From an optimization exercise on the open Yosys and OpenROAD flow, aimed at small area; shortcuts taken in it are not production practice.
In this exercise RTL edits were held to simulation tests only and were not proved equivalent to the original.
No activity file was given, so power comes from the tool's default toggle rates.

==> inputs of run a <==
==> flow/design.v <==
module Top(
  input         clock,
  input         reset,
  input         io_top_wr,
  input         io_top_rd,
  input  [3:0]  io_top_address,
  input  [31:0] io_top_wdata,
  output [31:0] io_top_rdata,
  input  [3:0]  io_top_length,
  input         io_top_ready,
  input         io_top_rddatavalid
);
  reg        busy;         
  reg [3:0]  r_len;
  reg [3:0]  r_address;
  reg [31:0] r_wdata;
  reg        r_wr;
  reg        r_rd;
  reg [2:0]  r_cnt;        
  reg        read_wait;
  reg [31:0] rf [0:9];
  wire        busy_d, r_wr_d, r_rd_d, read_wait_d, wd_ld, wd_hold, wen, ren;
  wire [3:0]  r_len_d, r_address_d;
  wire [2:0]  r_cnt_d;
  Ctrl u_ctrl (
    .reset(reset), .wr(io_top_wr), .rd(io_top_rd), .address(io_top_address),
    .length(io_top_length), .ready(io_top_ready), .rddatavalid(io_top_rddatavalid),
    .busy(busy), .r_len(r_len), .r_address(r_address), .r_wr(r_wr), .r_rd(r_rd),
    .r_cnt(r_cnt), .read_wait(read_wait),
    .busy_d(busy_d), .r_len_d(r_len_d), .r_address_d(r_address_d), .r_wr_d(r_wr_d),
    .r_rd_d(r_rd_d), .r_cnt_d(r_cnt_d), .read_wait_d(read_wait_d),
    .wd_ld(wd_ld), .wd_hold(wd_hold), .wen(wen), .ren(ren));
  always @(posedge clock) begin
    busy      <= busy_d;
    r_len     <= r_len_d;
    r_address <= r_address_d;
    r_wr      <= r_wr_d;
    r_rd      <= r_rd_d;
    r_cnt     <= r_cnt_d;
    read_wait <= read_wait_d;
  end
  wire [31:0] wd_next;
  Ao22 #(.W(32)) u_wd (.a(wd_ld), .b(io_top_wdata), .c(wd_hold), .d(r_wdata), .y(wd_next));
  always @(posedge clock)
    r_wdata <= wd_next;
  wire [9:0] we, keep, rs;
  RowDec u_dec (.addr(r_address), .wen(wen), .ren(ren), .we(we), .keep(keep), .rs(rs));
  wire [31:0] rq [0:9];
  genvar g, b;
  generate
    for (g = 0; g < 10; g = g + 1) begin : g_row
      wire [31:0] d;
      assign rq[g] = rf[g];
      Ao22 #(.W(32)) u_next (.a(we[g]), .b(r_wdata), .c(keep[g]), .d(rf[g]), .y(d));
      always @(posedge clock)
        rf[g] <= d;
    end
    for (b = 0; b < 32; b = b + 1) begin : g_bit
      RdSel u_sel (.s(rs), .d({rq[9][b], rq[8][b], rq[7][b], rq[6][b], rq[5][b],
                               rq[4][b], rq[3][b], rq[2][b], rq[1][b], rq[0][b]}),
                   .y(io_top_rdata[b]));
    end
  endgenerate
endmodule
module Ao22 #(parameter W = 1) (
  input          a,
  input  [W-1:0] b,
  input          c,
  input  [W-1:0] d,
  output [W-1:0] y
);
  genvar i;
  generate
    for (i = 0; i < W; i = i + 1) begin : g
      Ao22Bit u (.a(a), .b(b[i]), .c(c), .d(d[i]), .y(y[i]));
    end
  endgenerate
endmodule
module Ao22Bit(
  input  a, b, c, d,
  output y
);
  assign y = (a & b) | (c & d);
endmodule
module RowDec(
  input  [3:0] addr,
  input        wen,
  input        ren,
  output [9:0] we,
  output [9:0] keep,
  output [9:0] rs
);
  wire [3:0] nlo;
  Or2    g_l0 (.a(addr[1]), .b(addr[0]), .y(nlo[0]));
  Nand2b g_l1 (.an(addr[1]), .b(addr[0]), .y(nlo[1]));
  Nand2b g_l2 (.an(addr[0]), .b(addr[1]), .y(nlo[2]));
  Nand2  g_l3 (.a(addr[1]), .b(addr[0]), .y(nlo[3]));
  wire [2:0] hi;
  Nor2   g_h0 (.a(addr[3]), .b(addr[2]), .y(hi[0]));
  AndN   g_h1 (.a(addr[2]), .b(addr[3]), .y(hi[1]));
  AndN   g_h2 (.a(addr[3]), .b(addr[2]), .y(hi[2]));
  wire [2:0] nwh, nrh;
  genvar g;
  generate
    for (g = 0; g < 3; g = g + 1) begin : g_hi
      Nand2 g_w (.a(wen), .b(hi[g]), .y(nwh[g]));
      Nand2 g_r (.a(ren), .b(hi[g]), .y(nrh[g]));
    end
    for (g = 0; g < 10; g = g + 1) begin : g_row
      Nor2 g_we (.a(nwh[g / 4]), .b(nlo[g % 4]), .y(we[g]));
      Or2  g_kp (.a(nwh[g / 4]), .b(nlo[g % 4]), .y(keep[g]));
      Nor2 g_rs (.a(nrh[g / 4]), .b(nlo[g % 4]), .y(rs[g]));
    end
  endgenerate
endmodule
module RdSel(
  input  [9:0] s,
  input  [9:0] d,
  output       y
);
  wire n0, n1, n2, n3;
  Aoi222 u0 (.a(s[0]), .b(d[0]), .c(s[1]), .d(d[1]), .e(s[2]), .f(d[2]), .y(n0));
  Aoi222 u1 (.a(s[3]), .b(d[3]), .c(s[4]), .d(d[4]), .e(s[5]), .f(d[5]), .y(n1));
  Aoi222 u2 (.a(s[6]), .b(d[6]), .c(s[7]), .d(d[7]), .e(s[8]), .f(d[8]), .y(n2));
  Nand2 u3 (.a(s[9]), .b(d[9]), .y(n3));
  Nand4 u4 (.a(n0), .b(n1), .c(n2), .d(n3), .y(y));
endmodule
module Aoi222(
  input  a, b, c, d, e, f,
  output y
);
  assign y = ~((a & b) | (c & d) | (e & f));
endmodule
module Nand2(
  input  a, b,
  output y
);
  assign y = ~(a & b);
endmodule
module Nand4(
  input  a, b, c, d,
  output y
);
  assign y = ~(a & b & c & d);
endmodule
module Ctrl(
  input        reset,
  input        wr,
  input        rd,
  input  [3:0] address,
  input  [3:0] length,
  input        ready,
  input        rddatavalid,
  input        busy,
  input  [3:0] r_len,
  input  [3:0] r_address,
  input        r_wr,
  input        r_rd,
  input  [2:0] r_cnt,
  input        read_wait,
  output       busy_d,
  output [3:0] r_len_d,
  output [3:0] r_address_d,
  output       r_wr_d,
  output       r_rd_d,
  output [2:0] r_cnt_d,
  output       read_wait_d,
  output       wd_ld,
  output       wd_hold,
  output       wen,
  output       ren
);
  wire ncmd, cnt0, nlg, nrg, rdy_nr, nbeat, beat, nbusy;
  Nor2  g_ncmd (.a(wr), .b(rd), .y(ncmd));                       
  Nor3  g_cnt0 (.a(r_cnt[0]), .b(r_cnt[1]), .c(r_cnt[2]), .y(cnt0));
  Nor3  g_nlg  (.a(length[1]), .b(length[2]), .c(length[3]), .y(nlg));    
  Nor3  g_nrg  (.a(r_len[1]), .b(r_len[2]), .c(r_len[3]), .y(nrg));       
  AndN  g_rdnr (.a(ready), .b(r_rd), .y(rdy_nr));                
  Nor2  g_nbt  (.a(rdy_nr), .b(rddatavalid), .y(nbeat));         
  Inv   g_beat (.a(nbeat), .y(beat));
  Inv   g_nb   (.a(busy), .y(nbusy));
  wire stay, go, busy_m;
  Nand2 g_stay (.a(beat), .b(nrg), .y(stay));
  Nor2  g_go   (.a(ncmd), .b(nlg), .y(go));
  Mux2i g_bm   (.s(busy), .a0(go), .a1(stay), .y(busy_m));
  Nor2  g_bd   (.a(reset), .b(busy_m), .y(busy_d));
  wire x_ie, nie, en_ld, en_hm, en_hold;
  AndN  g_xie  (.a(nlg), .b(cnt0), .y(x_ie));                    
  Or2   g_nie  (.a(ncmd), .b(x_ie), .y(nie));
  Nor3  g_enld (.a(reset), .b(busy), .c(nie), .y(en_ld));
  Mux2i g_enhm (.s(busy), .a0(nie), .a1(stay), .y(en_hm));
  Nor2  g_enh  (.a(reset), .b(en_hm), .y(en_hold));
  Ao22Bit g_wr (.a(en_hold), .b(r_wr), .c(en_ld), .d(wr), .y(r_wr_d));
  Ao22Bit g_rd (.a(en_hold), .b(r_rd), .c(en_ld), .d(rd), .y(r_rd_d));
  wire ncc, ld_i, ld_b, sel, ld_h;
  Nand2b g_ncc (.an(ncmd), .b(cnt0), .y(ncc));                   
  Nor3  g_ldi  (.a(reset), .b(busy), .c(ncc), .y(ld_i));
  Nor4  g_ldb  (.a(reset), .b(nbusy), .c(nbeat), .d(nrg), .y(ld_b));
  Mux2i g_sel  (.s(busy), .a0(ncc), .a1(nbeat), .y(sel));        
  Nor2  g_ldh  (.a(reset), .b(sel), .y(ld_h));
  wire [3:0] dec, inc;
  wire n01, n012, a01, a012;
  Inv   g_d0   (.a(r_len[0]), .y(dec[0]));
  Xnor2 g_d1   (.a(r_len[1]), .b(r_len[0]), .y(dec[1]));
  Nor2  g_n01  (.a(r_len[1]), .b(r_len[0]), .y(n01));
  Xor2  g_d2   (.a(r_len[2]), .b(n01), .y(dec[2]));
  Nor3  g_n012 (.a(r_len[2]), .b(r_len[1]), .c(r_len[0]), .y(n012));
  Xor2  g_d3   (.a(r_len[3]), .b(n012), .y(dec[3]));
  Inv   g_i0   (.a(r_address[0]), .y(inc[0]));
  Xor2  g_i1   (.a(r_address[1]), .b(r_address[0]), .y(inc[1]));
  And2  g_a01  (.a(r_address[1]), .b(r_address[0]), .y(a01));
  Xor2  g_i2   (.a(r_address[2]), .b(a01), .y(inc[2]));
  And3  g_a012 (.a(r_address[2]), .b(r_address[1]), .c(r_address[0]), .y(a012));
  Xor2  g_i3   (.a(r_address[3]), .b(a012), .y(inc[3]));
  genvar i;
  generate
    for (i = 0; i < 4; i = i + 1) begin : g_la
      wire nl, na;
      Aoi222 g_l (.a(ld_b), .b(dec[i]), .c(ld_i), .d(length[i]), .e(ld_h), .f(r_len[i]), .y(nl));
      Inv    g_li (.a(nl), .y(r_len_d[i]));
      Aoi222 g_a (.a(ld_b), .b(inc[i]), .c(ld_i), .d(address[i]), .e(ld_h), .f(r_address[i]), .y(na));
      Inv    g_ai (.a(na), .y(r_address_d[i]));
    end
  endgenerate
  wire nrdy_c, c_im, c_inc, c_hold, c1x, c01, c2x;
  Nor2  g_nrc  (.a(ncmd), .b(ready), .y(nrdy_c));                
  Mux2i g_cim  (.s(busy), .a0(nrdy_c), .a1(nbeat), .y(c_im));
  Nor2  g_cinc (.a(reset), .b(c_im), .y(c_inc));
  Nor3b g_chld (.a(reset), .b(busy), .cn(ncmd), .y(c_hold));     
  Mux2  g_c0   (.s(r_cnt[0]), .a0(c_inc), .a1(c_hold), .y(r_cnt_d[0]));
  Xor2  g_c1x  (.a(r_cnt[1]), .b(r_cnt[0]), .y(c1x));
  Ao22Bit g_c1 (.a(c_inc), .b(c1x), .c(c_hold), .d(r_cnt[1]), .y(r_cnt_d[1]));
  And2  g_c01  (.a(r_cnt[1]), .b(r_cnt[0]), .y(c01));
  Xor2  g_c2x  (.a(r_cnt[2]), .b(c01), .y(c2x));
  Ao22Bit g_c2 (.a(c_inc), .b(c2x), .c(c_hold), .d(r_cnt[2]), .y(r_cnt_d[2]));
  wire t_v, q1, rdo, go_on, q0, q_m;
  Nand2 g_tv   (.a(rddatavalid), .b(nlg), .y(t_v));
  Mux2  g_q1   (.s(busy), .a0(t_v), .a1(stay), .y(q1));
  And3b g_rdo  (.an(wr), .b(rd), .c(ready), .y(rdo));
  Nor2  g_gon  (.a(nbeat), .b(nrg), .y(go_on));                  
  Mux2  g_q0   (.s(busy), .a0(rdo), .a1(go_on), .y(q0));
  Mux2i g_qm   (.s(read_wait), .a0(q0), .a1(q1), .y(q_m));
  Nor2  g_qd   (.a(reset), .b(q_m), .y(read_wait_d));
  wire wc, nwc, wl_m, wh_m;
  And2  g_wc   (.a(wr), .b(cnt0), .y(wc));
  Inv   g_nwc  (.a(wc), .y(nwc));
  Mux2i g_wlm  (.s(busy), .a0(wc), .a1(go_on), .y(wl_m));
  Nor2  g_wl   (.a(reset), .b(wl_m), .y(wd_ld));
  Mux2i g_whm  (.s(busy), .a0(nwc), .a1(nbeat), .y(wh_m));
  Nor2  g_wh   (.a(reset), .b(wh_m), .y(wd_hold));
  And2  g_wen  (.a(beat), .b(r_wr), .y(wen));
  And4b g_ren  (.an(r_wr), .b(read_wait), .c(rddatavalid), .d(r_rd), .y(ren));
endmodule
module Inv(input a, output y);                 assign y = ~a; endmodule
module And2(input a, b, output y);             assign y = a & b; endmodule
module And3(input a, b, c, output y);          assign y = a & b & c; endmodule
module AndN(input a, b, output y);             assign y = a & ~b; endmodule
module And3b(input an, b, c, output y);        assign y = ~an & b & c; endmodule
module And4b(input an, b, c, d, output y);     assign y = ~an & b & c & d; endmodule
module Or2(input a, b, output y);              assign y = a | b; endmodule
module Nor2(input a, b, output y);             assign y = ~(a | b); endmodule
module Nor3(input a, b, c, output y);          assign y = ~(a | b | c); endmodule
module Nor3b(input a, b, cn, output y);        assign y = ~(a | b) & cn; endmodule
module Nor4(input a, b, c, d, output y);       assign y = ~(a | b | c | d); endmodule
module Nand2b(input an, b, output y);          assign y = an | ~b; endmodule
module Xor2(input a, b, output y);             assign y = a ^ b; endmodule
module Xnor2(input a, b, output y);            assign y = ~(a ^ b); endmodule
module Mux2(input s, a0, a1, output y);        assign y = s ? a1 : a0; endmodule
module Mux2i(input s, a0, a1, output y);       assign y = ~(s ? a1 : a0); endmodule
==> flow/flow/run.sh <==
#!/bin/bash
# Own layout flow: the standard layout (standard.sh, unchanged synthesis) with two
# make settings added:
#  - the port buffers are sky130_fd_sc_hd__buf_1 (one buffer on every input and output)
#  - the clock tree is built from clkbuf_8 clusters of up to 16 sinks, without dummy loads
# make's output goes to standard_flow.log; each ORFS step logs to orfs/logs/.
set -euo pipefail
bash standard.sh \
  "BUFFER_PORTS_ARGS=-buffer_cell sky130_fd_sc_hd__buf_1" \
  "CTS_ARGS=-sink_clustering_enable -repair_clock_nets -buf_list sky130_fd_sc_hd__clkbuf_8 -sink_clustering_size 16 -sink_clustering_max_diameter 80 -dont_use_dummy_load" \
  finish > standard_flow.log 2>&1
==> flow/standard.sh <==
#!/bin/bash
# synth_recipe.tcl (not shown) runs the flow's synth.tcl, then flattens the netlist and writes it again
# the make line also repeats each setting of config.mk as NAME=value (left out here)
make -C /OpenROAD-flow-scripts/flow DESIGN_CONFIG=/design/flow/config.mk WORK_HOME=/design/flow/orfs CLKGATE_MAP_FILE= SYNTH_SCRIPT=/design/flow/synth_recipe.tcl "${@:-finish}"
==> flow/config.mk <==
export PLATFORM = sky130hd
export DESIGN_NAME = Top
export DESIGN_NICKNAME = Top
export VERILOG_FILES = /design/flow/design.v
export SDC_FILE = /design/flow/constraint.sdc
export NUM_CORES = 4
export LEC_CHECK = 0
export CAP_MARGIN = 20
export CORE_MARGIN = 2
export CORE_UTILIZATION = 40
export CTS_BUF_LIST = sky130_fd_sc_hd__clkbuf_16
export CTS_CLUSTER_DIAMETER = 100
export CTS_CLUSTER_SIZE = 25
export SLEW_MARGIN = 20
export SYNTH_HIERARCHICAL = 1
==> flow/constraint.sdc <==
create_clock -name core_clock -period 5.0 [get_ports {clock}]
set_input_delay 1.0000 -clock core_clock [delete_from_list [all_inputs] [get_ports {clock}]]
set_output_delay 1.0000 -clock core_clock [all_outputs]
set_load 0.01 [all_outputs]
==> inputs of run b, as changes to run a <==
==> flow/flow/run.sh (replaced) <==
#!/bin/bash
# Own layout flow: the standard layout (standard.sh, unchanged synthesis) with these
# additions:
#  - the port buffers are sky130_fd_sc_hd__buf_1 (one buffer on every input and output)
#  - the clock tree is built from clkbuf_8 clusters of up to 16 sinks, without dummy loads
#  - after placement, flow/downsize.tcl sets cells that placement upsized back to a
#    smaller drive where slew, capacitance and setup slack allow
# Each tool's output goes to its own log here: standard_place.log, downsize.log,
# standard_finish.log; each ORFS step also logs to orfs/logs/.
set -euo pipefail
ARGS=(
  "BUFFER_PORTS_ARGS=-buffer_cell sky130_fd_sc_hd__buf_1"
  "CTS_ARGS=-sink_clustering_enable -repair_clock_nets -buf_list sky130_fd_sc_hd__clkbuf_8 -sink_clustering_size 16 -sink_clustering_max_diameter 80 -dont_use_dummy_load"
)
bash standard.sh "${ARGS[@]}" place > standard_place.log 2>&1
RESULTS=$PWD/orfs/results/$FLOW_PLATFORM/Top/base openroad -no_init -exit flow/downsize.tcl > downsize.log 2>&1
bash standard.sh "${ARGS[@]}" finish > standard_finish.log 2>&1
==> flow/flow/downsize.tcl (new file) <==
# Area recovery after placement: cells that the timing-driven placement upsized
# (or buffers it inserted) are set back to a smaller drive strength of the same
# function when that keeps every pin's slew under 1.2 ns (the library allows 1.5 ns),
# every driver's load under 60% of its max capacitance, and at least 0.5 ns of
# setup slack.
# Flip-flops and clock cells are not touched. Placement stays legal: a smaller
# drive of the same cell is never wider.
set results $::env(RESULTS)
read_liberty $::env(FLOW_HOME)/platforms/sky130hd/lib/sky130_fd_sc_hd__tt_025C_1v80.lib
read_db $results/3_place.odb
read_sdc $results/3_place.sdc
source $::env(FLOW_HOME)/platforms/sky130hd/setRC.tcl
set_max_transition 1.2 [current_design]
estimate_parasitics -placement
set v0 [sta::max_slew_violation_count]
set c0 [expr {min(0.4, [sta::max_capacitance_check_slack_limit])}]
puts "before: slew violations $v0, worst cap slack/limit [sta::max_capacitance_check_slack_limit], worst setup slack [sta::worst_slack_cmd max]"
report_design_area
foreach inst [get_cells *] {
  set m [get_property $inst ref_name]
  if {[regexp {df|clkbuf|clkinv} $m]} continue
  if {![regexp {^(sky130_fd_sc_hd__\w+)_([248])$} $m -> base sz]} continue
  foreach s {1 2} {
    if {$s >= $sz} continue
    set new ${base}_$s
    if {[catch {replace_cell $inst $new}]} continue
    estimate_parasitics -placement
    if {[sta::max_slew_violation_count] > $v0 || [sta::max_capacitance_check_slack_limit] < $c0
        || [sta::worst_slack_cmd max] < 0.5e-9} {
      replace_cell $inst $m
    } else {
      puts "resized [get_full_name $inst] $m -> $new"
      break
    }
  }
}
estimate_parasitics -placement
puts "after: worst cap slack/limit [sta::max_capacitance_check_slack_limit], worst setup slack [sta::worst_slack_cmd max]"
report_design_area
check_placement
write_db $results/3_place.odb
- CAP_MARGIN: 20 -> 0
- SLEW_MARGIN: 20 -> 0
==> inputs of run c, as changes to run a <==
==> flow/flow/run.sh (replaced) <==
#!/bin/bash
# Own layout flow: the standard layout (standard.sh, unchanged synthesis) with these
# additions:
#  - the port buffers are sky130_fd_sc_hd__buf_1 (one buffer on every input and output)
#  - the clock tree is built from clkbuf_8 clusters of up to 16 sinks, without dummy loads
#  - after placement, flow/downsize.tcl sets cells that placement upsized back to a
#    smaller drive where slew, capacitance and setup slack allow
# Each tool's output goes to its own log here: standard_place.log, downsize.log,
# standard_finish.log; each ORFS step also logs to orfs/logs/.
set -euo pipefail
ARGS=(
  "BUFFER_PORTS_ARGS=-buffer_cell sky130_fd_sc_hd__buf_1"
  "CTS_ARGS=-sink_clustering_enable -repair_clock_nets -buf_list sky130_fd_sc_hd__clkbuf_8 -sink_clustering_size 16 -sink_clustering_max_diameter 80 -dont_use_dummy_load"
)
bash standard.sh "${ARGS[@]}" place > standard_place.log 2>&1
RESULTS=$PWD/orfs/results/$FLOW_PLATFORM/Top/base openroad -no_init -exit flow/downsize.tcl > downsize.log 2>&1
bash standard.sh "${ARGS[@]}" finish > standard_finish.log 2>&1
==> flow/flow/downsize.tcl (new file) <==
# Area recovery after placement: cells that the timing-driven placement upsized
# (or buffers it inserted) are set back to a smaller drive strength of the same
# function when that keeps every pin's slew under 1.25 ns (the library allows 1.5 ns),
# adds no max-capacitance violation and leaves at least 0.5 ns of setup slack.
# Flip-flops and clock cells are not touched. Placement stays legal: a smaller
# drive of the same cell is never wider.
set results $::env(RESULTS)
read_liberty $::env(FLOW_HOME)/platforms/sky130hd/lib/sky130_fd_sc_hd__tt_025C_1v80.lib
read_db $results/3_place.odb
read_sdc $results/3_place.sdc
source $::env(FLOW_HOME)/platforms/sky130hd/setRC.tcl
set_max_transition 1.25 [current_design]
estimate_parasitics -placement
set v0 [sta::max_slew_violation_count]
set c0 [sta::max_capacitance_violation_count]
puts "before: slew violations $v0, cap violations $c0, worst setup slack [sta::worst_slack_cmd max]"
report_design_area
foreach inst [get_cells *] {
  set m [get_property $inst ref_name]
  if {[regexp {df|clkbuf|clkinv} $m]} continue
  if {![regexp {^(sky130_fd_sc_hd__\w+)_([248])$} $m -> base sz]} continue
  foreach s {1 2} {
    if {$s >= $sz} continue
    set new ${base}_$s
    if {[catch {replace_cell $inst $new}]} continue
    estimate_parasitics -placement
    if {[sta::max_slew_violation_count] > $v0 || [sta::max_capacitance_violation_count] > $c0
        || [sta::worst_slack_cmd max] < 0.5e-9} {
      replace_cell $inst $m
    } else {
      puts "resized [get_full_name $inst] $m -> $new"
      break
    }
  }
}
estimate_parasitics -placement
puts "after: worst setup slack [sta::worst_slack_cmd max]"
report_design_area
check_placement
write_db $results/3_place.odb
- CAP_MARGIN: 20 -> 0
- SLEW_MARGIN: 20 -> 0
==> inputs of run d, as changes to run a <==
==> flow/run.sh (new file) <==
#!/bin/bash
# synth_recipe.tcl (not shown) runs the flow's synth.tcl, then flattens the netlist and writes it again
# the make line also repeats each setting of config.mk as NAME=value (left out here)
make -C /OpenROAD-flow-scripts/flow DESIGN_CONFIG=/design/flow/config.mk WORK_HOME=/design/flow/orfs CLKGATE_MAP_FILE= SYNTH_SCRIPT=/design/flow/synth_recipe.tcl finish
- CAP_MARGIN: 20 -> 0
- CTS_BUF_LIST: sky130_fd_sc_hd__clkbuf_16 -> sky130_fd_sc_hd__clkbuf_8
- CTS_CLUSTER_DIAMETER: 100 -> 80
- CTS_CLUSTER_SIZE: 25 -> 16
- SLEW_MARGIN: 20 -> 0
removed: flow/flow/run.sh
removed: flow/standard.sh
==> qor summary <==
item                                                           run d           run c           run b           run a
Area of all placed cells without fillers                 14700 sq um     13800 sq um     13800 sq um     14100 sq um
Cell Area, Placed                                        14300 sq um     13600 sq um     13600 sq um     13600 sq um
FF-to-FF End                                               rf[7][23]       rf[6][10]        rf[2][3]       rf[0][13]
Element type at the critical path start                    input pin       flip-flop       flip-flop       input pin
Synth-to-Final Area Change                                     17.2%           10.3%           10.4%           12.4%
CP dominant cell by count                                          -           buf_1           buf_1           buf_1
Via Count                                                      10100           10000           10000            9970
Total placed cells including tap cells                          1512            1495            1495            1495
Routed length on met1                                        18.3 mm         17.8 mm         17.9 mm         17.7 mm
Layout Skew                                                  19.6 ps         9.20 ps         7.81 ps         13.2 ps
Share of power burned in registers                             65.2%           66.0%           65.9%           65.7%
Worst min-delay path endpoint                              rf[1][17]       rf[9][19]       rf[9][19]        rf[4][1]
Routed wire length                                           40.0 mm         39.2 mm         39.3 mm         39.2 mm
Worst Min Path Start                                       rf[1][17]       rf[9][19]       rf[9][19]        rf[4][1]
Number of buffers and inverters on the critical path               4               2               2               3
Share of cell area taken by multi-input logic gates            35.5%           37.3%           37.4%           37.5%
Net switching power figure                                   1350 uW         1340 uW         1340 uW         1350 uW
Outcome                                               finished clean  finished clean  finished clean  finished clean
Internal Dissipation                                         3970 uW         3910 uW         3920 uW         3930 uW

-- static timing again, ports no longer ideal --
The flow's constraints put no driver on any port. The routed layouts listed below were extracted and timed again, unchanged, in two steps.
Step 1, drivers: a clkbuf_16 drives clock and a buf_2 each remaining input, both assumed.
Step 2 moves the port delays by t, midway between the first and last clock arrival at a register: inputs arrive t later, outputs are due t later. That takes back most of the time a late clock gives input paths.
Three values: ideal ports, drivers, drivers and shift; two values: the first two.
run	t (ns)	setup WS [ns]	hold slack, ns	worst register clock-pin slew, ns
run a	0.624	0.848 / 0.825 / 0.825	0.476 / 0.476 / 0.476	0.11 / 0.11
run b	0.622	0.390 / 0.342 / 0.371	0.478 / 0.478 / 0.478	0.11 / 0.11
run c	0.621	0.450 / 0.401 / 0.444	0.477 / 0.477 / 0.477	0.11 / 0.11
run d	0.630	0.247 / 0.222 / 0.222	0.480 / 0.480 / 0.480	0.11 / 0.11
After both steps setup and hold are still met in every run listed. The setup slack of run d, which loses most, moves by -0.025 ns with the drivers and by -0.025 ns with both steps.
